From an optimization exercise on the open Yosys and OpenROAD flow, aimed at small area; shortcuts taken in it are not production practice.
Only simulation tests tie the RTL to the original design; equivalence was not proved.
No driver is modelled on the clock port, so clocking that relies on it looks cheaper here than on a real chip.
No activity file was given, so power comes from the tool's default toggle rates.

## design/flow/flow/run.sh

```bash
#!/bin/bash
# Own flow: the standard layout (standard.sh, synthesis unchanged), with
#  - synthesis buffers removed before global placement (remove_buffers.tcl);
#  - ports buffered with the smallest buffer, sized later like other cells;
#  - clock tree synthesis with small clock buffers (clkbuf_4) on small
#    clusters of flip-flops, and no dummy loads.
# ORFS writes each step's full log under orfs/logs/; make's output goes to
# standard.log.
set -o pipefail
here=$(cd "$(dirname "$0")" && pwd)
export PRE_GLOBAL_PLACE_TCL="$here/remove_buffers.tcl"
export BUFFER_PORTS_ARGS="-buffer_cell sky130_fd_sc_hd__buf_1"
export PRE_RESIZE_TCL="$here/size.tcl"
export POST_CTS_TCL="$here/clk_fix.tcl"
export CTS_ARGS="-sink_clustering_enable -repair_clock_nets -dont_use_dummy_load -buf_list {sky130_fd_sc_hd__clkbuf_4} -sink_clustering_size 14 -sink_clustering_max_diameter 40"
bash standard.sh > standard.log 2>&1
```

## design/flow/flow/cells.tcl

```tcl
# Generated from the sky130hd liberty: cell footprint, area, max capacitance of the output
set ::cellinfo {
  a2111o_1 {a2111o 11.2608 0.17579}
  a2111o_2 {a2111o 12.5120 0.32411}
  a2111o_4 {a2111o 21.2704 0.53559}
  a2111oi_0 {a2111oi 8.7584 0.02107}
  a2111oi_1 {a2111oi 10.0096 0.03114}
  a2111oi_2 {a2111oi 15.0144 0.05677}
  a2111oi_4 {a2111oi 27.5264 0.10530}
  a211o_1 {a211o 8.7584 0.17671}
  a211o_2 {a211o 10.0096 0.32502}
  a211o_4 {a211o 17.5168 0.55940}
  a211oi_1 {a211oi 7.5072 0.04762}
  a211oi_2 {a211oi 12.5120 0.08882}
  a211oi_4 {a211oi 20.0192 0.14192}
  a21bo_1 {a21bo 10.0096 0.18311}
  a21bo_2 {a21bo 10.0096 0.28840}
  a21bo_4 {a21bo 16.2656 0.47517}
  a21boi_0 {a21boi 7.5072 0.04853}
  a21boi_1 {a21boi 7.5072 0.07600}
  a21boi_2 {a21boi 11.2608 0.12910}
  a21boi_4 {a21boi 18.7680 0.21516}
  a21o_1 {a21o 7.5072 0.17762}
  a21o_2 {a21o 8.7584 0.30946}
  a21o_4 {a21o 15.0144 0.56855}
  a21oi_1 {a21oi 5.0048 0.07417}
  a21oi_2 {a21oi 8.7584 0.12818}
  a21oi_4 {a21oi 16.2656 0.22157}
  a221o_1 {a221o 10.0096 0.15840}
  a221o_2 {a221o 11.2608 0.29939}
  a221o_4 {a221o 21.2704 0.53742}
  a221oi_1 {a221oi 8.7584 0.05494}
  a221oi_2 {a221oi 15.0144 0.09614}
  a221oi_4 {a221oi 26.2752 0.16664}
  a222oi_1 {a222oi 10.0096 0.06593}
  a22o_1 {a22o 8.7584 0.15931}
  a22o_2 {a22o 10.0096 0.30122}
  a22o_4 {a22o 17.5168 0.55665}
  a22oi_1 {a22oi 7.5072 0.08882}
  a22oi_2 {a22oi 12.5120 0.17030}
  a22oi_4 {a22oi 21.2704 0.29389}
  a2bb2o_1 {a2bb2o 10.0096 0.15840}
  a2bb2o_2 {a2bb2o 11.2608 0.30030}
  a2bb2o_4 {a2bb2o 20.0192 0.50263}
  a2bb2oi_1 {a2bb2oi 8.7584 0.06959}
  a2bb2oi_2 {a2bb2oi 15.0144 0.13001}
  a2bb2oi_4 {a2bb2oi 26.2752 0.22615}
  a311o_1 {a311o 10.0096 0.14283}
  a311o_2 {a311o 11.2608 0.29847}
  a311o_4 {a311o 20.0192 0.45320}
  a311oi_1 {a311oi 8.7584 0.04396}
  a311oi_2 {a311oi 15.0144 0.08424}
  a311oi_4 {a311oi 26.2752 0.13368}
  a31o_1 {a31o 8.7584 0.16023}
  a31o_2 {a31o 8.7584 0.27192}
  a31o_4 {a31o 17.5168 0.49897}
  a31oi_1 {a31oi 6.2560 0.06593}
  a31oi_2 {a31oi 12.5120 0.11811}
  a31oi_4 {a31oi 21.2704 0.21150}
  a32o_1 {a32o 10.0096 0.15107}
  a32o_2 {a32o 11.2608 0.26460}
  a32o_4 {a32o 21.2704 0.53651}
  a32oi_1 {a32oi 8.7584 0.08515}
  a32oi_2 {a32oi 16.2656 0.15565}
  a32oi_4 {a32oi 27.5264 0.25178}
  a41o_1 {a41o 10.0096 0.16572}
  a41o_2 {a41o 11.2608 0.32502}
  a41o_4 {a41o 21.2704 0.56031}
  a41oi_1 {a41oi 8.7584 0.06593}
  a41oi_2 {a41oi 16.2656 0.12452}
  a41oi_4 {a41oi 27.5264 0.19410}
  and2_0 {and2 6.2560 0.10896}
  and2_1 {and2 6.2560 0.15840}
  and2_2 {and2 7.5072 0.30305}
  and2_4 {and2 8.7584 0.53926}
  and2b_1 {and2b 7.5072 0.16938}
  and2b_2 {and2b 8.7584 0.31037}
  and2b_4 {and2b 10.0096 0.46876}
  and3_1 {and3 6.2560 0.15748}
  and3_2 {and3 7.5072 0.30946}
  and3_4 {and3 11.2608 0.53285}
  and3b_1 {and3b 8.7584 0.15748}
  and3b_2 {and3b 10.0096 0.30946}
  and3b_4 {and3b 12.5120 0.46052}
  and4_1 {and4 8.7584 0.16114}
  and4_2 {and4 10.0096 0.30030}
  and4_4 {and4 11.2608 0.53193}
  and4b_1 {and4b 10.0096 0.15565}
  and4b_2 {and4b 11.2608 0.29756}
  and4b_4 {and4b 13.7632 0.46327}
  and4bb_1 {and4bb 12.5120 0.15657}
  and4bb_2 {and4bb 12.5120 0.27009}
  and4bb_4 {and4bb 16.2656 0.46144}
  buf_1 {buf 3.7536 0.13001}
  buf_12 {buf 20.0192 5.00000}
  buf_16 {buf 27.5264 5.00000}
  buf_2 {buf 5.0048 0.31587}
  buf_4 {buf 7.5072 0.56123}
  buf_6 {buf 11.2608 0.78553}
  buf_8 {buf 15.0144 5.00000}
  bufbuf_16 {buf 32.5312 1.49415}
  bufbuf_8 {buf 18.7680 0.94117}
  bufinv_16 {inv 30.0288 1.50971}
  bufinv_8 {inv 17.5168 0.94209}
  clkbuf_1 {clkbuf 3.7536 0.13001}
  clkbuf_16 {clkbuf 25.0240 1.53169}
  clkbuf_2 {clkbuf 5.0048 0.28108}
  clkbuf_4 {clkbuf 7.5072 0.51728}
  clkbuf_8 {clkbuf 13.7632 0.90913}
  clkdlybuf4s15_1 {buf 10.0096 0.16023}
  clkdlybuf4s15_2 {buf 11.2608 0.28016}
  clkdlybuf4s18_1 {buf 10.0096 0.16023}
  clkdlybuf4s18_2 {buf 10.0096 0.29756}
  clkdlybuf4s25_1 {buf 10.0096 0.15199}
  clkdlybuf4s25_2 {buf 10.0096 0.29847}
  clkdlybuf4s50_1 {buf 10.0096 0.15657}
  clkdlybuf4s50_2 {buf 11.2608 0.29298}
  clkinv_1 {clkinv 3.7536 0.19044}
  clkinv_16 {clkinv 30.0288 2.34834}
  clkinv_2 {clkinv 5.0048 0.39552}
  clkinv_4 {clkinv 8.7584 0.78279}
  clkinv_8 {clkinv 16.2656 1.38154}
  clkinvlp_2 {inv 5.0048 0.15473}
  clkinvlp_4 {inv 7.5072 0.32136}
  dlygate4sd1_1 {buf 8.7584 0.15931}
  dlygate4sd2_1 {buf 8.7584 0.15931}
  dlygate4sd3_1 {buf 10.0096 0.15473}
  dlymetal6s2s_1 {delay 12.5120 0.15748}
  dlymetal6s4s_1 {delay 12.5120 0.15657}
  dlymetal6s6s_1 {delay 12.5120 0.16023}
  inv_1 {inv 3.7536 0.18128}
  inv_12 {inv 16.2656 1.41725}
  inv_16 {inv 20.0192 1.68183}
  inv_2 {inv 3.7536 0.33143}
  inv_4 {inv 6.2560 0.56306}
  inv_6 {inv 8.7584 0.78279}
  inv_8 {inv 11.2608 1.03547}
  maj3_1 {maj3 10.0096 0.15565}
  maj3_2 {maj3 11.2608 0.30488}
  maj3_4 {maj3 13.7632 0.53468}
  mux2_1 {mux2 11.2608 0.17305}
  mux2_2 {mux2 11.2608 0.29756}
  mux2_4 {mux2 15.0144 0.53651}
  mux2_8 {mux2 26.2752 0.93110}
  mux2i_1 {mux2i 10.0096 0.06867}
  mux2i_2 {mux2i 13.7632 0.10804}
  mux2i_4 {mux2i 22.5216 0.19044}
  mux4_1 {mux4 26.2752 0.16114}
  mux4_2 {mux4 22.5216 0.30122}
  mux4_4 {mux4 25.0240 0.54841}
  nand2_1 {nand2 3.7536 0.16664}
  nand2_2 {nand2 6.2560 0.29573}
  nand2_4 {nand2 11.2608 0.53010}
  nand2_8 {nand2 20.0192 0.93385}
  nand2b_1 {nand2b 6.2560 0.15016}
  nand2b_2 {nand2b 8.7584 0.28565}
  nand2b_4 {nand2b 13.7632 0.52186}
  nand3_1 {nand3 5.0048 0.14649}
  nand3_2 {nand3 10.0096 0.26002}
  nand3_4 {nand3 17.5168 0.46968}
  nand3b_1 {nand3b 7.5072 0.14375}
  nand3b_2 {nand3b 11.2608 0.26368}
  nand3b_4 {nand3b 20.0192 0.47975}
  nand4_1 {nand4 6.2560 0.12452}
  nand4_2 {nand4 12.5120 0.20051}
  nand4_4 {nand4 21.2704 0.35798}
  nand4b_1 {nand4b 8.7584 0.12452}
  nand4b_2 {nand4b 15.0144 0.20051}
  nand4b_4 {nand4b 23.7728 0.36439}
  nand4bb_1 {nand4bb 11.2608 0.12361}
  nand4bb_2 {nand4bb 16.2656 0.20051}
  nand4bb_4 {nand4bb 27.5264 0.35615}
  nor2_1 {nor2 3.7536 0.08607}
  nor2_2 {nor2 6.2560 0.14192}
  nor2_4 {nor2 11.2608 0.25178}
  nor2_8 {nor2 20.0192 0.43305}
  nor2b_1 {nor2b 6.2560 0.08241}
  nor2b_2 {nor2b 8.7584 0.14283}
  nor2b_4 {nor2b 13.7632 0.25453}
  nor3_1 {nor3 5.0048 0.05219}
  nor3_2 {nor3 10.0096 0.09248}
  nor3_4 {nor3 16.2656 0.15382}
  nor3b_1 {nor3b 7.5072 0.04945}
  nor3b_2 {nor3b 12.5120 0.09339}
  nor3b_4 {nor3b 18.7680 0.14649}
  nor4_1 {nor4 6.2560 0.03663}
  nor4_2 {nor4 12.5120 0.06410}
  nor4_4 {nor4 21.2704 0.11262}
  nor4b_1 {nor4b 8.7584 0.03388}
  nor4b_2 {nor4b 15.0144 0.06501}
  nor4b_4 {nor4b 23.7728 0.11353}
  nor4bb_1 {nor4bb 10.0096 0.03663}
  nor4bb_2 {nor4bb 16.2656 0.06044}
  nor4bb_4 {nor4bb 25.0240 0.11170}
  o2111a_1 {o2111a 11.2608 0.16114}
  o2111a_2 {o2111a 12.5120 0.29939}
  o2111a_4 {o2111a 20.0192 0.55116}
  o2111ai_1 {o2111ai 8.7584 0.07142}
  o2111ai_2 {o2111ai 15.0144 0.12910}
  o2111ai_4 {o2111ai 26.2752 0.21516}
  o211a_1 {o211a 10.0096 0.18311}
  o211a_2 {o211a 10.0096 0.26826}
  o211a_4 {o211a 17.5168 0.50904}
  o211ai_1 {o211ai 7.5072 0.07417}
  o211ai_2 {o211ai 12.5120 0.13368}
  o211ai_4 {o211ai 21.2704 0.21516}
  o21a_1 {o21a 7.5072 0.16297}
  o21a_2 {o21a 8.7584 0.29481}
  o21a_4 {o21a 15.0144 0.50996}
  o21ai_0 {o21ai 5.0048 0.05036}
  o21ai_1 {o21ai 5.0048 0.08058}
  o21ai_2 {o21ai 8.7584 0.13917}
  o21ai_4 {o21ai 16.2656 0.22431}
  o21ba_1 {o21ba 10.0096 0.15657}
  o21ba_2 {o21ba 10.0096 0.26460}
  o21ba_4 {o21ba 16.2656 0.45228}
  o21bai_1 {o21bai 7.5072 0.07783}
  o21bai_2 {o21bai 11.2608 0.14009}
  o21bai_4 {o21bai 18.7680 0.24537}
  o221a_1 {o221a 11.2608 0.15290}
  o221a_2 {o221a 11.2608 0.28108}
  o221a_4 {o221a 20.0192 0.48799}
  o221ai_1 {o221ai 8.7584 0.07051}
  o221ai_2 {o221ai 15.0144 0.12818}
  o221ai_4 {o221ai 26.2752 0.21607}
  o22a_1 {o22a 8.7584 0.16206}
  o22a_2 {o22a 10.0096 0.30488}
  o22a_4 {o22a 17.5168 0.53010}
  o22ai_1 {o22ai 6.2560 0.07325}
  o22ai_2 {o22ai 12.5120 0.13734}
  o22ai_4 {o22ai 20.0192 0.21699}
  o2bb2a_1 {o2bb2a 10.0096 0.15657}
  o2bb2a_2 {o2bb2a 11.2608 0.29481}
  o2bb2a_4 {o2bb2a 20.0192 0.49714}
  o2bb2ai_1 {o2bb2ai 8.7584 0.07600}
  o2bb2ai_2 {o2bb2ai 15.0144 0.13459}
  o2bb2ai_4 {o2bb2ai 27.5264 0.24629}
  o311a_1 {o311a 10.0096 0.15565}
  o311a_2 {o311a 11.2608 0.29389}
  o311a_4 {o311a 21.2704 0.53926}
  o311ai_0 {o311ai 8.7584 0.02931}
  o311ai_1 {o311ai 8.7584 0.04579}
  o311ai_2 {o311ai 16.2656 0.08241}
  o311ai_4 {o311ai 26.2752 0.14283}
  o31a_1 {o31a 8.7584 0.14924}
  o31a_2 {o31a 10.0096 0.28565}
  o31a_4 {o31a 17.5168 0.54475}
  o31ai_1 {o31ai 7.5072 0.04762}
  o31ai_2 {o31ai 12.5120 0.08058}
  o31ai_4 {o31ai 21.2704 0.14466}
  o32a_1 {o32a 10.0096 0.15016}
  o32a_2 {o32a 11.2608 0.30030}
  o32a_4 {o32a 22.5216 0.55665}
  o32ai_1 {o32ai 8.7584 0.04670}
  o32ai_2 {o32ai 16.2656 0.08882}
  o32ai_4 {o32ai 27.5264 0.15382}
  o41a_1 {o41a 11.2608 0.14741}
  o41a_2 {o41a 12.5120 0.30580}
  o41a_4 {o41a 21.2704 0.54475}
  o41ai_1 {o41ai 8.7584 0.03388}
  o41ai_2 {o41ai 16.2656 0.06227}
  o41ai_4 {o41ai 27.5264 0.10896}
  or2_0 {or2 6.2560 0.10072}
  or2_1 {or2 6.2560 0.16481}
  or2_2 {or2 6.2560 0.29939}
  or2_4 {or2 8.7584 0.51454}
  or2b_1 {or2b 7.5072 0.16938}
  or2b_2 {or2b 8.7584 0.31221}
  or2b_4 {or2b 11.2608 0.51545}
  or3_1 {or3 6.2560 0.16755}
  or3_2 {or3 7.5072 0.31037}
  or3_4 {or3 11.2608 0.53193}
  or3b_1 {or3b 8.7584 0.16755}
  or3b_2 {or3b 8.7584 0.26917}
  or3b_4 {or3b 11.2608 0.46968}
  or4_1 {or4 7.5072 0.16755}
  or4_2 {or4 8.7584 0.31037}
  or4_4 {or4 11.2608 0.53468}
  or4b_1 {or4b 10.0096 0.16755}
  or4b_2 {or4b 10.0096 0.26551}
  or4b_4 {or4b 13.7632 0.53376}
  or4bb_1 {or4bb 11.2608 0.16755}
  or4bb_2 {or4bb 12.5120 0.31221}
  or4bb_4 {or4bb 15.0144 0.53285}
  xnor2_1 {xnor2 8.7584 0.06959}
  xnor2_2 {xnor2 16.2656 0.12177}
  xnor2_4 {xnor2 27.5264 0.21150}
  xnor3_1 {xnor3 22.5216 0.15473}
  xnor3_2 {xnor3 23.7728 0.30122}
  xnor3_4 {xnor3 26.2752 0.55482}
  xor2_1 {xor2 8.7584 0.07691}
  xor2_2 {xor2 16.2656 0.13001}
  xor2_4 {xor2 27.5264 0.21974}
  xor3_1 {xor3 23.7728 0.15107}
  xor3_2 {xor3 25.0240 0.28565}
  xor3_4 {xor3 27.5264 0.50630}
}
```

## design/flow/flow/clk_fix.tcl

```tcl
set target_ps 100.0
set chain {sky130_fd_sc_hd__clkbuf_1 sky130_fd_sc_hd__clkbuf_2 sky130_fd_sc_hd__clkbuf_4 sky130_fd_sc_hd__clkbuf_8 sky130_fd_sc_hd__clkbuf_16}
proc clk_pin_slew_ps {pin} {
  set worst 0.0
  foreach edge {rise fall} {
    foreach a {min max} {
      set s [get_property $pin slew_${a}_$edge]
      set worst [expr {max($worst, [sta::time_ui_sta $s] * 1e12)}]
    }
  }
  return $worst
}
set_propagated_clock [all_clocks]
set total 0
for {set pass 0} {$pass < 4} {incr pass} {
  estimate_parasitics -placement
  set bad [dict create]
  set worst 0.0
  foreach p [all_registers -clock_pins -edge_triggered] {
    set s [clk_pin_slew_ps $p]
    set worst [expr {max($worst, $s)}]
    if {$s <= $target_ps} continue
    foreach d [get_pins -of_objects [get_nets -of_objects $p]] {
      if {[get_property $d direction] eq "output"} {
        dict set bad [get_full_name [$d instance]] 1
      }
    }
  }
  puts [format "clk_fix.tcl: pass %d, worst clock pin slew %.1f ps, %d buffers to size up" $pass $worst [dict size $bad]]
  if {[dict size $bad] == 0} break
  set n 0
  foreach i [dict keys $bad] {
    set ref [get_property [get_cells $i] ref_name]
    set k [lsearch -exact $chain $ref]
    if {$k < 0 || $k + 1 >= [llength $chain]} continue
    replace_cell $i [lindex $chain [expr {$k + 1}]]
    incr n
  }
  set total [expr {$total + $n}]
  if {$n == 0} break
}
puts "clk_fix.tcl: sized up $total clock buffers"
if {$total > 0} {
  detailed_placement
  check_placement -verbose
  estimate_parasitics -placement
}
```

## design/flow/flow/remove_buffers.tcl

```tcl
# Before global placement: take out the buffers synthesis inserted (ORFS does
# the same when timing-driven placement is on); the port buffers are added
# after this.
remove_buffers
```

## design/flow/flow/size.tcl

```tcl
source [file join [file dirname [info script]] cells.tcl]

set margin 0.75
set by_fp [dict create]
dict for {c info} $::cellinfo {
  lassign $info fp area mc
  dict lappend by_fp $fp [list $c $area $mc]
}
estimate_parasitics -placement
set scene [sta::cmd_scene]
set up 0
set down 0
set delta 0.0
foreach net [get_nets *] {
  set drv ""
  foreach p [get_pins -quiet -of_objects $net] {
    if {[get_property $p direction] eq "output"} { set drv $p }
  }
  if {$drv eq ""} continue
  set inst [$drv instance]
  set ref [get_property $inst ref_name]
  if {![regexp {^sky130_fd_sc_hd__(.+)$} $ref -> short]} continue
  if {![dict exists $::cellinfo $short]} continue
  lassign [dict get $::cellinfo $short] fp area mc
  set load [expr {1e12 * ([$net wire_capacitance $scene max] + [$net pin_capacitance $scene max])}]
  set best ""
  set strongest ""
  foreach cand [lsort -real -index 1 [dict get $by_fp $fp]] {
    lassign $cand c a m
    if {[lsearch -exact $::env(DONT_USE_CELLS) "sky130_fd_sc_hd__$c"] >= 0} continue
    if {$strongest eq "" || $m > [lindex $strongest 2]} {
      set strongest [list $c $a $m]
    }
    if {$m * $margin >= $load} {
      if {$best eq "" || $a < [lindex $best 1] || ($a == [lindex $best 1] && $m > [lindex $best 2])} {
        set best [list $c $a $m]
      }
    }
  }
  # no cell of the footprint is strong enough: take the strongest, and leave
  # the rest to repair_design
  if {$best eq ""} { set best $strongest }
  if {$best eq "" || [lindex $best 0] eq $short} continue
  replace_cell [get_full_name $inst] sky130_fd_sc_hd__[lindex $best 0]
  set delta [expr {$delta + [lindex $best 1] - $area}]
  if {[lindex $best 1] > $area} { incr up } else { incr down }
}
puts [format "size.tcl: %d cells sized up, %d down, area change %.1f um2" $up $down $delta]
```

## design/flow/standard.sh

```bash
#!/bin/bash
# synth_recipe.tcl (not shown) runs the flow's synth.tcl, then flattens the netlist and writes it again
# the make line also repeats each setting of config.mk as NAME=value (left out here)
make -C /OpenROAD-flow-scripts/flow DESIGN_CONFIG=/design/flow/config.mk WORK_HOME=/design/flow/orfs CLKGATE_MAP_FILE= SYNTH_SCRIPT=/design/flow/synth_recipe.tcl "${@:-finish}"
```

## design/flow/config.mk

```make
export PLATFORM = sky130hd
export DESIGN_NAME = mnemonic_device
export DESIGN_NICKNAME = mnemonic_device
export VERILOG_FILES = /design/flow/design.v
export SDC_FILE = /design/flow/constraint.sdc
export NUM_CORES = 4
export LEC_CHECK = 0
export CAP_MARGIN = 20
export CORE_MARGIN = 2
export CORE_UTILIZATION = 65
export GPL_TIMING_DRIVEN = 0
export PLACE_DENSITY = 0.75
export SLEW_MARGIN = 20
export SYNTH_HIERARCHICAL = 1
```

## design/flow/constraint.sdc

```tcl
create_clock -name core_clock -period 6.5 [get_ports {clk}]
set_input_delay 1.3000 -clock core_clock [delete_from_list [all_inputs] [get_ports {clk}]]
set_output_delay 1.3000 -clock core_clock [all_outputs]
set_load 0.01 [all_outputs]
```

## design/flow/design.v

```verilog
module mnemonic_device(
    input wire clk,
    input wire reset,
    input wire switch,
    input wire change_but,
    output wire sequence_o,
    output wire sequence_oe
    );
    parameter WIDTH = 16;
    reg [WIDTH-1:0] count_clks_n;    
    wire [WIDTH-1:0] count_clks = ~count_clks_n;
    reg [5:0] count_regs;
    reg [5:0] sequence_count;    
    reg previous_state;
    reg send_sequence;
    reg sequence_holder;
    function [WIDTH-1:0] cnt_inc;
        input [WIDTH-1:0] s;
        cnt_inc = {s[14:0], s[15] ^ s[13] ^ s[12] ^ s[10] ^ ~|s[14:0]};
    endfunction
    function [WIDTH-1:0] cnt_dec;
        input [WIDTH-1:0] t;
        cnt_dec = {t[0] ^ t[14] ^ t[13] ^ t[11] ^ ~|t[15:1], t[15:1]};
    endfunction
    function [5:0] ptr_inc;
        input [5:0] p;
        ptr_inc = {p[4:0] == 5'b10000, p[3:0], p[4] ^ p[2] ^ ~|p[3:0]};
    endfunction
    wire transition = previous_state != change_but;
    wire playing = sequence_count != count_regs;    
    wire seq_zero = sequence_count == 6'd0;
    wire [4:0] addr = switch ? count_regs[4:0] : sequence_count[4:0];
    wire wen;
    wire [31:0] sel;
    wire [32*WIDTH-1:0] mem_flat;
    wire [WIDTH-1:0] rd_n;       
    md_rdmux #(.WIDTH(WIDTH)) u_rd (.m(mem_flat), .sel(sel), .y(rd_n));
    wire [WIDTH-1:0] rd = ~rd_n;
    wire rd_nz  = |rd;
    wire rd_gt1 = |rd[WIDTH-1:1];
    wire dec = rd_gt1 | (seq_zero & rd[0]);
    wire [WIDTH-1:0] wdata_n;
    wire [WIDTH-1:0] dec_n = ~cnt_dec(rd);
    genvar w;
    generate
        for (w = 0; w < WIDTH; w = w + 1) begin : wbus
            md_mux2 u (.s(switch), .a1(count_clks_n[w]), .a0(dec_n[w]), .y(wdata_n[w]));
        end
    endgenerate
    assign wen = ~(switch & count_regs[5]);
    wire [3:0] sel_lo = {3'd0, wen} << addr[1:0];
    wire [7:0] sel_hi = 8'd1 << addr[4:2];
    genvar d;
    generate
        for (d = 0; d < 32; d = d + 1) begin : dec_sel
            md_and2 u (.a(sel_lo[d % 4]), .b(sel_hi[d / 4]), .y(sel[d]));
        end
    endgenerate
    genvar k;
    generate
        for (k = 0; k < 32; k = k + 1) begin : entry
            reg [WIDTH-1:0] q_n;
            always @(posedge clk)
                if (sel[k]) q_n <= wdata_n;
            assign mem_flat[k*WIDTH +: WIDTH] = q_n;
        end
    endgenerate
    always @(posedge clk) begin
        if (reset) begin
            previous_state <= 1'b0;
            count_clks_n <= {WIDTH{1'b1}};
            count_regs <= 6'd0;
            sequence_count <= 6'd0;
            sequence_holder <= 1'b0;
            send_sequence <= 1'b0;
        end else if (switch) begin
            send_sequence <= 1'b0;
            if (transition) begin
                previous_state <= change_but;
                if (~count_regs[5])
                    count_regs <= ptr_inc(count_regs);
                count_clks_n <= ~{{(WIDTH-1){1'b0}}, 1'b1};
            end else begin
                count_clks_n <= ~cnt_inc(count_clks);
            end
        end else if (playing) begin
            if (~dec) begin
                sequence_count <= ptr_inc(sequence_count);
                sequence_holder <= ~sequence_holder;
            end
            if (seq_zero & rd_nz)
                send_sequence <= 1'b1;
        end else begin
            send_sequence <= 1'b0;
            count_regs <= 6'd0;
            sequence_count <= 6'd0;
        end
    end
    assign sequence_o = send_sequence & sequence_holder;
    assign sequence_oe = send_sequence;
endmodule
module md_rdmux #(parameter WIDTH = 16) (
    input wire [32*WIDTH-1:0] m,
    input wire [31:0] sel,
    output wire [WIDTH-1:0] y
    );
    genvar b, g;
    generate
        for (b = 0; b < WIDTH; b = b + 1) begin : col
            wire [10:0] t;       
            for (g = 0; g < 10; g = g + 1) begin : grp
                md_aoi222 u (.a0(m[(3*g)*WIDTH+b]), .s0(sel[3*g]),
                             .a1(m[(3*g+1)*WIDTH+b]), .s1(sel[3*g+1]),
                             .a2(m[(3*g+2)*WIDTH+b]), .s2(sel[3*g+2]),
                             .y(t[g]));
            end
            md_aoi22 u_last (.a0(m[30*WIDTH+b]), .s0(sel[30]),
                             .a1(m[31*WIDTH+b]), .s1(sel[31]), .y(t[10]));
            wire [2:0] p;
            md_nand4 u_n0 (.a(t[0]), .b(t[1]), .c(t[2]), .d(t[3]), .y(p[0]));
            md_nand4 u_n1 (.a(t[4]), .b(t[5]), .c(t[6]), .d(t[7]), .y(p[1]));
            md_nand3 u_n2 (.a(t[8]), .b(t[9]), .c(t[10]), .y(p[2]));
            md_or3 u_o (.a(p[0]), .b(p[1]), .c(p[2]), .y(y[b]));
        end
    endgenerate
endmodule
module md_aoi222 (input wire a0, s0, a1, s1, a2, s2, output wire y);
    assign y = ~((a0 & s0) | (a1 & s1) | (a2 & s2));
endmodule
module md_aoi22 (input wire a0, s0, a1, s1, output wire y);
    assign y = ~((a0 & s0) | (a1 & s1));
endmodule
module md_nand4 (input wire a, b, c, d, output wire y);
    assign y = ~(a & b & c & d);
endmodule
module md_nand3 (input wire a, b, c, output wire y);
    assign y = ~(a & b & c);
endmodule
module md_mux2 (input wire s, a1, a0, output wire y);
    assign y = s ? a1 : a0;
endmodule
module md_and2 (input wire a, b, output wire y);
    assign y = a & b;
endmodule
module md_or3 (input wire a, b, c, output wire y);
    assign y = a | b | c;
endmodule
```

==> results.py, run 1 <==
metrics = {
    "synth": {
        "yosys.cell_count.top_type": "edfxtp_1",
        "synth-seq-cells": 543,
        "synth_seq_area_share_pct": 81.2,
        "synthArstFlopShare_pct": 0,
        "ys_top_cells_by_count": "edfxtp_1, a222oi_1, nand4_1",
        "synth-edff-count": 512,
        "synth_top_area_share_pct": 78.0,
        "ys.warnings.count": 7,
        "synth_nets": 1002,
        "synth_area_per_cell_sq_um": 19.7,
        "syn_inst": 998,
        "synth_area_leader_cell": "edfxtp_1",
        "ys.flop_type": "edfxtp_1",
        "netlist-cell-type-count": 43,
        "ys_top_cells_by_area": "edfxtp_1, a222oi_1, dfxtp_1, mux2_4, nand4_1",
        "syn_area_sq_um": 19700,
    },
    "detailed_routing": {
        "drt_wl_total_um": 38900,
        "wl_per_cell_um": 27.2,
        "drt-initial-drc-count": 1801,
        "drc": 0,
        "num_vias": 10365,
        "dr.pass1.iters": 9,
        "viasPerCell": 7.24,
        "ant_nets": 0,
    },
    "floorplan": {
        "die_y_um": 178,
        "ios": 6,
        "start_util_pct": 66.3,
        "die_w_um": 178,
        "fp.coreArea_sq_um": 29700,
        "die-area_sq_um": 31700,
        "rows": 63,
    },
    "global_routing": {
        "gr-total-overflow": 0,
        "first_global_vias": 9636,
        "grt_usage_pct": 24.6,
        "grt_pass1_wl_um": 58200,
        "antenna_found_initial": 2,
        "grt_max_degree": 52,
    },
    "job": {
        "maxCapViolations": 0,
    },
    "place": {
        "port_buffers": 5,
        "gp_congestion": 0.818,
        "dpl-instance-area_sq_um": 20000,
        "pre_cts_ws_ns": -0.198,
        "dp_hpwl_um": 21100,
    },
    "pwr": {
        "ir_worst_vdd_uv": 160,
        "power_density_nw_per_um2": 274,
        "power.leakage_nw": 6.27,
        "totalPowerFinal_w": 0.00565,
    },
    "sta": {
        "finalHoldViolations": 0,
        "period_minus_slack_ns": 5.62,
        "setup_viol": 0,
        "timing.final.crit_share_pct": 86.5,
        "fmax_mhz": 178,
        "slew_headroom_pct": 38.3,
        "rsz0062_at_grt": "no",
        "tightest_slew_ns": 0.922,
        "slew_violations": 0,
        "clock_skew_ns": 0.0718,
        "finalWorstSetupSlack_ns": 0.878,
    },
    "setup_path": {
        "startpoint_type": "input pin",
        "critPathMaxFanout": 51,
        "cp.arrival_ns": 6.02,
        "path_class": "input pin to flop",
        "cp-end-kind": "flop",
        "required_ns": 6.89,
    },
    "finish": {
        "fin_area_sq_um": 20600,
        "fillCellCount": 1836,
        "area_growth_syn_to_layout_pct": 4.74,
        "fin_nets": 1047,
        "drive_above_1_share_pct": 10.5,
    },
    "worst_hold_path": {
        "hp-class": "flop to flop",
    },
    "outcome": {
        "outcome": "no timing/DRC/antenna violations",
    },
    "clock_tree": {
        "clk_latency_ns": 0.75,
        "path_clk_slew_ns": 0.08,
        "tritoncts": "built",
        "cts_sinks": 543,
    },
}
## final timing paths
check,startpoint,endpoint,slack (ns),cells after the start
setup / recovery,switch,entry[0].q_n[15]$_DFFE_PP_,0.88,13
hold / removal,send_sequence$_SDFFE_PP0P_,send_sequence$_SDFFE_PP0P_,0.52,2
setup reg to reg,sequence_count[1]$_SDFFE_PP0P_,entry[0].q_n[15]$_DFFE_PP_,1.71,10
hold reg to reg,send_sequence$_SDFFE_PP0P_,send_sequence$_SDFFE_PP0P_,0.52,2
## cells by family (layout without fill, tap and decap cells)
kind of cell / count (synthesis) / in the layout / synth area share, %
muxes: 39 / 39 / 2.42
buffers and inverters: 19 / 62 / 0.374
AOI/OAI and AO/OA: 211 / 211 / 10.5
DFF: 543 / 543 / 81.2
xor gates and xnor gates: 14 / 14 / 0.622
and+or+nand+nor: 172 / 172 / 4.91
other: 0 / 1 / 0
## per-module statistics from Yosys, one instance, submodules excluded, excerpt
module           cells inside  times used  area [sq um]  flip-flops and latches
md_nand4                    1          32          6.26                       0
mnemonic_device           710           1         17100                     543
md_and2                     1          32          6.26                       0
md_mux2                     1          16          15.0                       0
md_nand3                    1          16          5.00                       0
md_aoi22                    1          16          12.5                       0
## worst max-delay path, stage by stage
cell and delay [ns]:
buf_4 0.51, clkinv_1 0.44, nor3_1 0.29, a21oi_1 0.09, nor2_1 0.22, and2_2 0.73, a222oi_1 0.28, nand4_1 0.26
or3_1 0.23, nand4_1 0.16, or4_1 0.61, xnor2_1 0.18, mux2_2 0.63
## registers in the layout, summed over array words and instances (netlist names)
signal           count
count_regs           6
send_sequence        1
count_clks_n        16
previous_state       1
entry.q_n          512
sequence_holder      1
sequence_count       6
## where the power goes
group / internal (W) / switching (W) / leakage (nW)
Clock: 0.000579 / 0.000951 / 0.325
Sequential: 0.00389 / 0.00000591 / 4.81
Combinational: 0.0000466 / 0.000171 / 1.14
Total: 0.00452 / 0.00113 / 6.27
## metal layers
metal	global-route usage [%]	wire (um)	vias up
met5	0	0	-
met4	6.25	775	0
met3	3.75	3260	56
met2	37.7	18100	497
met1	38.0	16800	5289
li1	-	-	4523
## layout by cell type, fill, tap and decap left out, types with 10 or more instances in the layout
cell type,Yosys,routed
a222oi_1,160,160
a22oi_1,0,16
and2_2,0,32
clkbuf_4,0,19
clkbuf_8,0,33
dfxtp_1,31,31
edfxtp_1,512,512
mux2_2,1,18
mux2i_1,21,21
nand2_1,24,24
nand3_1,19,19
nand4_1,39,39
nor2_1,14,14
o22ai_1,10,10
or3_1,18,18
xnor2_1,11,11
## stage by stage
stage | hold slack [ns] | util (%) | TNS [ns] | std cells
finish | 0.520 | 69.5 | 0 | 1432
global route | 0.557 | 69.5 | 0 | 1432
detailed placement | 0.511 | 67.4 | -6.57 | 1379
global placement | 0.482 | 67.8 | -807.91 | 1379
floorplan | 0.485 | - | 0 | 998
## layout make-up
cell class                      instances  area (sq um)  share of cell area [%]
Multi-Input combinational cell        436          3520                    17.1
Tap cell                              390           488                    2.36
Sequential cell                       543         16000                    77.5
Timing Repair Buffer                    5          22.5                   0.109
Clock buffer                           52           597                    2.89
Antenna cell                            1          2.50                  0.0121
Inverter                                5          18.8                  0.0909
==> run 2: changes to the inputs <==
--- a/design/flow/flow/run.sh
+++ b/design/flow/flow/run.sh
@@ -12,5 +12,5 @@
 export BUFFER_PORTS_ARGS="-buffer_cell sky130_fd_sc_hd__buf_1"
 export PRE_RESIZE_TCL="$here/size.tcl"
 export POST_CTS_TCL="$here/clk_fix.tcl"
-export CTS_ARGS="-sink_clustering_enable -repair_clock_nets -dont_use_dummy_load -buf_list {sky130_fd_sc_hd__clkbuf_4} -sink_clustering_size 14 -sink_clustering_max_diameter 40"
+export CTS_ARGS="-sink_clustering_enable -repair_clock_nets -dont_use_dummy_load -buf_list {sky130_fd_sc_hd__clkbuf_4} -sink_clustering_size 12 -sink_clustering_max_diameter 36"
 bash standard.sh > standard.log 2>&1
==> run 2 against run 1 <==
  * Combinational power about the same
  * Die area unchanged
  * Final area increased by 0.24%
  * Via count decreased by 0.21%
  * Maximum frequency decreased by 0.30%
  * Global-route usage increased by 0.25 points
  * Clock skew increased by 0.016 ns
  * Clock-buffer cell count increased by 15
  * Largest cell class unchanged
==> results.py, run 2 <==
metrics = {
    "detailed_routing": {
        "wl_per_cell_um": 26.9,
        "drt_wl_total_um": 39000,
        "dr.pass1.iters": 9,
        "drt-initial-drc-count": 1896,
        "viasPerCell": 7.14,
        "drc": 0,
        "ant_nets": 0,
        "num_vias": 10343,
    },
    "sta": {
        "rsz0062_at_grt": "no",
        "finalHoldViolations": 0,
        "setup_viol": 0,
        "tightest_slew_ns": 0.908,
        "slew_headroom_pct": 39.3,
        "finalSetupTns_ns": 0,
        "slew_violations": 0,
        "finalWorstSetupSlack_ns": 0.860,
        "timing.final.crit_share_pct": 86.8,
        "clock_skew_ns": 0.0881,
        "period_minus_slack_ns": 5.64,
        "fmax_mhz": 177,
    },
    "setup_path": {
        "path_depth": 13,
        "crit_top_cell": "nand4_1",
        "cp.arrival_ns": 6.00,
        "crit_end": "entry[20].q_n[15]$_DFFE_PP_",
        "r2r_slack_ns": 1.75,
        "startpoint_type": "input pin",
        "required_ns": 6.87,
        "cp_slowest_stage_delay_ns": 0.74,
        "cp_num_buf_inv": 2,
        "cp-end-kind": "flop",
        "crit_start": "switch",
        "r2r_cells": 10,
        "path_class": "input pin to flop",
        "crit_chain": "buf_4, clkinv_1, nor3_1, a21oi_1, nor2_1, and2_2, a222oi_1, nand4_1, or3_1, nand4_1, or4_1, xnor2_1, mux2_2",
        "rr_endpoint": "entry[20].q_n[15]$_DFFE_PP_",
        "crit-reg2reg-launch": "sequence_count[1]$_SDFFE_PP0P_",
        "crit_family": "simple AND/OR/NAND/NOR gates",
        "critPathMaxFanout": 51,
        "cp_slowest_cell": "and2_2",
    },
    "synth": {
        "synth_area_leader_cell": "edfxtp_1",
        "synth-seq-cells": 543,
        "synth_seq_area_share_pct": 81.2,
        "ys_top_cells_by_area": "edfxtp_1, a222oi_1, dfxtp_1, mux2_4, nand4_1",
        "yosys.cell_count.top_type": "edfxtp_1",
        "synthArstFlopShare_pct": 0,
        "ys.flop_type": "edfxtp_1",
        "synth-edff-count": 512,
        "netlist-cell-type-count": 43,
        "synth_area_per_cell_sq_um": 19.7,
        "ys.warnings.count": 7,
        "ys_top_cells_by_count": "edfxtp_1, a222oi_1, nand4_1",
        "syn_area_sq_um": 19700,
        "synth_top_area_share_pct": 78.0,
        "synth_nets": 1002,
        "syn_inst": 998,
    },
    "finish": {
        "drive_above_1_share_pct": 11.7,
        "largest_reg_flops": 512,
        "largestRegisters": "entry.q_n (512), count_clks_n (16)",
        "final_cell_mix": "edfxtp_1, a222oi_1, clkbuf_4, nand4_1, and2_2",
        "regArea_sq_um": 16000,
        "area_growth_syn_to_layout_pct": 4.99,
        "multi_input_area_sq_um": 3520,
        "fin_nets": 1062,
        "layout_commonest_cell": "edfxtp_1",
        "top_register": "entry.q_n",
        "fillCellCount": 1851,
    },
    "clock_tree": {
        "clk_latency_ns": 0.71,
        "tritoncts": "built",
        "path_clk_slew_ns": 0.07,
        "cts_sinks": 543,
    },
    "place": {
        "pre_cts_ws_ns": -0.198,
        "port_buffers": 5,
        "gp_congestion": 0.818,
        "dp_hpwl_um": 21100,
    },
    "global_routing": {
        "grtUsageMet2_pct": 37.7,
        "use_met1_pct": 37.4,
        "gr-total-overflow": 0,
        "grt_usage_pct": 24.9,
        "grt_busiest_layer": "met2",
        "grt_pass1_wl_um": 58500,
        "antenna_found_initial": 2,
        "grt_max_degree": 52,
        "gr-usage-met3_pct": 4.71,
        "first_global_vias": 9838,
    },
    "floorplan": {
        "die_y_um": 178,
        "ios": 6,
        "die_w_um": 178,
        "start_util_pct": 66.3,
        "die-area_sq_um": 31700,
        "fp.coreArea_sq_um": 29700,
        "rows": 63,
    },
    "job": {
        "maxCapViolations": 0,
    },
    "worst_hold_path": {
        "hp-class": "flop to flop",
    },
    "outcome": {
        "outcome": "no timing/DRC/antenna violations",
    },
    "pwr": {
        "power_density_nw_per_um2": 276,
        "power.leakage_nw": 6.31,
        "ir_worst_vdd_uv": 169,
    },
}
## run 2: cell type report
cell class              count  share of cell area, %
flip-flops and latches    543                   77.3
multi-input cells         436                   17.0
clock buffers              67                   3.10
well taps                 390                   2.36
repair buffers              5                  0.109
inverters                   5                 0.0907
diodes                      3                 0.0363
## run 2: routing by layer
layer  wire length (um)  part of all wire, %  vias up
li1                   -                    -     4565
met1              16500                   42     5213
met2              18000                   46      499
met3               3670                  9.4       66
met4                853                  2.2        0
met5                  0                    0        -
## run 2: worst min-delay path: cells and delay by family, from the launching register on
kind	cells	cell delay [ns]
flops	1	0.33
compound gates	1	0.08
buf+inv	1	0.05
## run 2: through the flow
stage | instance area [sq um] | power (W) | hold WS, ns | utilization [%] | instances
3_3_place_gp | 20200 | 0.00420 | 0.482 | 67.8 | 1379
5_1_grt | 20700 | 0.00592 | 0.537 | 69.6 | 1447
3_5_place_dp | 20000 | 0.00420 | 0.511 | 67.4 | 1379
6_report | 20700 | 0.00572 | 0.522 | 69.6 | 1449
2_1_floorplan | 19700 | 0.00411 | 0.485 | - | 998
## run 2: logic make-up after synthesis
logic type,count (synthesis),synth area share [%]
flops,543,81.2
compound gates,211,10.5
simple gates,172,4.91
mux,39,2.42
buf+inv,19,0.374
xor+xnor,14,0.622
## run 2: Yosys stat by module, one instance, submodules excluded, excerpt
| module | cells inside | flip-flops and latches | times used | cell area (sq um) |
|---|---|---|---|---|
| md_aoi222 | 1 | 0 | 160 | 10.0 |
| mnemonic_device | 710 | 543 | 1 | 17100 |
| md_nand3 | 1 | 0 | 16 | 5.00 |
| md_or3 | 1 | 0 | 16 | 6.26 |
| md_aoi22 | 1 | 0 | 16 | 12.5 |
| md_nand4 | 1 | 0 | 32 | 6.26 |
| md_and2 | 1 | 0 | 32 | 6.26 |
| md_mux2 | 1 | 0 | 16 | 15.0 |
## run 2: how the worst min path moves through the flow
stage                                  startpoint                             to  slack (ns)  cells past startpoint
finish                 send_sequence$_SDFFE_PP0P_     send_sequence$_SDFFE_PP0P_        0.52                      2
global route         count_clks_n[5]$_SDFFE_PP1P_   count_clks_n[6]$_SDFFE_PP1P_        0.54                      2
detailed placement     send_sequence$_SDFFE_PP0P_     send_sequence$_SDFFE_PP0P_        0.51                      2
global placement       send_sequence$_SDFFE_PP0P_     send_sequence$_SDFFE_PP0P_        0.48                      2
floorplan           count_clks_n[15]$_SDFFE_PP1P_  count_clks_n[15]$_SDFFE_PP1P_        0.48                      2
## run 2: where the power goes
part / internal (W) / switching (W) / leakage (nW)
logic: 0.0000466 / 0.000170 / 1.14
clock network: 0.000619 / 0.000980 / 0.365
registers: 0.00390 / 0.00000587 / 4.81
total: 0.00456 / 0.00116 / 6.31

==> re-timing with driven ports <==
The results above use ideal ports. As a check the final layouts listed here were re-extracted and re-timed, cells and wires unchanged.
Step 1, drivers: a clkbuf_16 drives clk and a buf_2 each remaining input, both assumed.
Step 2 also shifts input and output timing later by t, the mid clock arrival at the registers, as if the neighbouring blocks saw the same clock.
Three values: ideal, step 1, step 2; two values: the first two.
run | t (ns) | slack for setup (ns) | clock arrival spread, ns
run 1 | 0.762 | 0.878 / 0.898 / 0.137 | 0.075 / 0.075
run 2 | 0.719 | 0.860 / 0.882 / 0.164 | 0.088 / 0.089
After both steps every run listed still meets setup and hold. For run 1, which loses most, drivers alone change the setup slack by +0.020 ns; drivers and shift together by -0.741 ns.
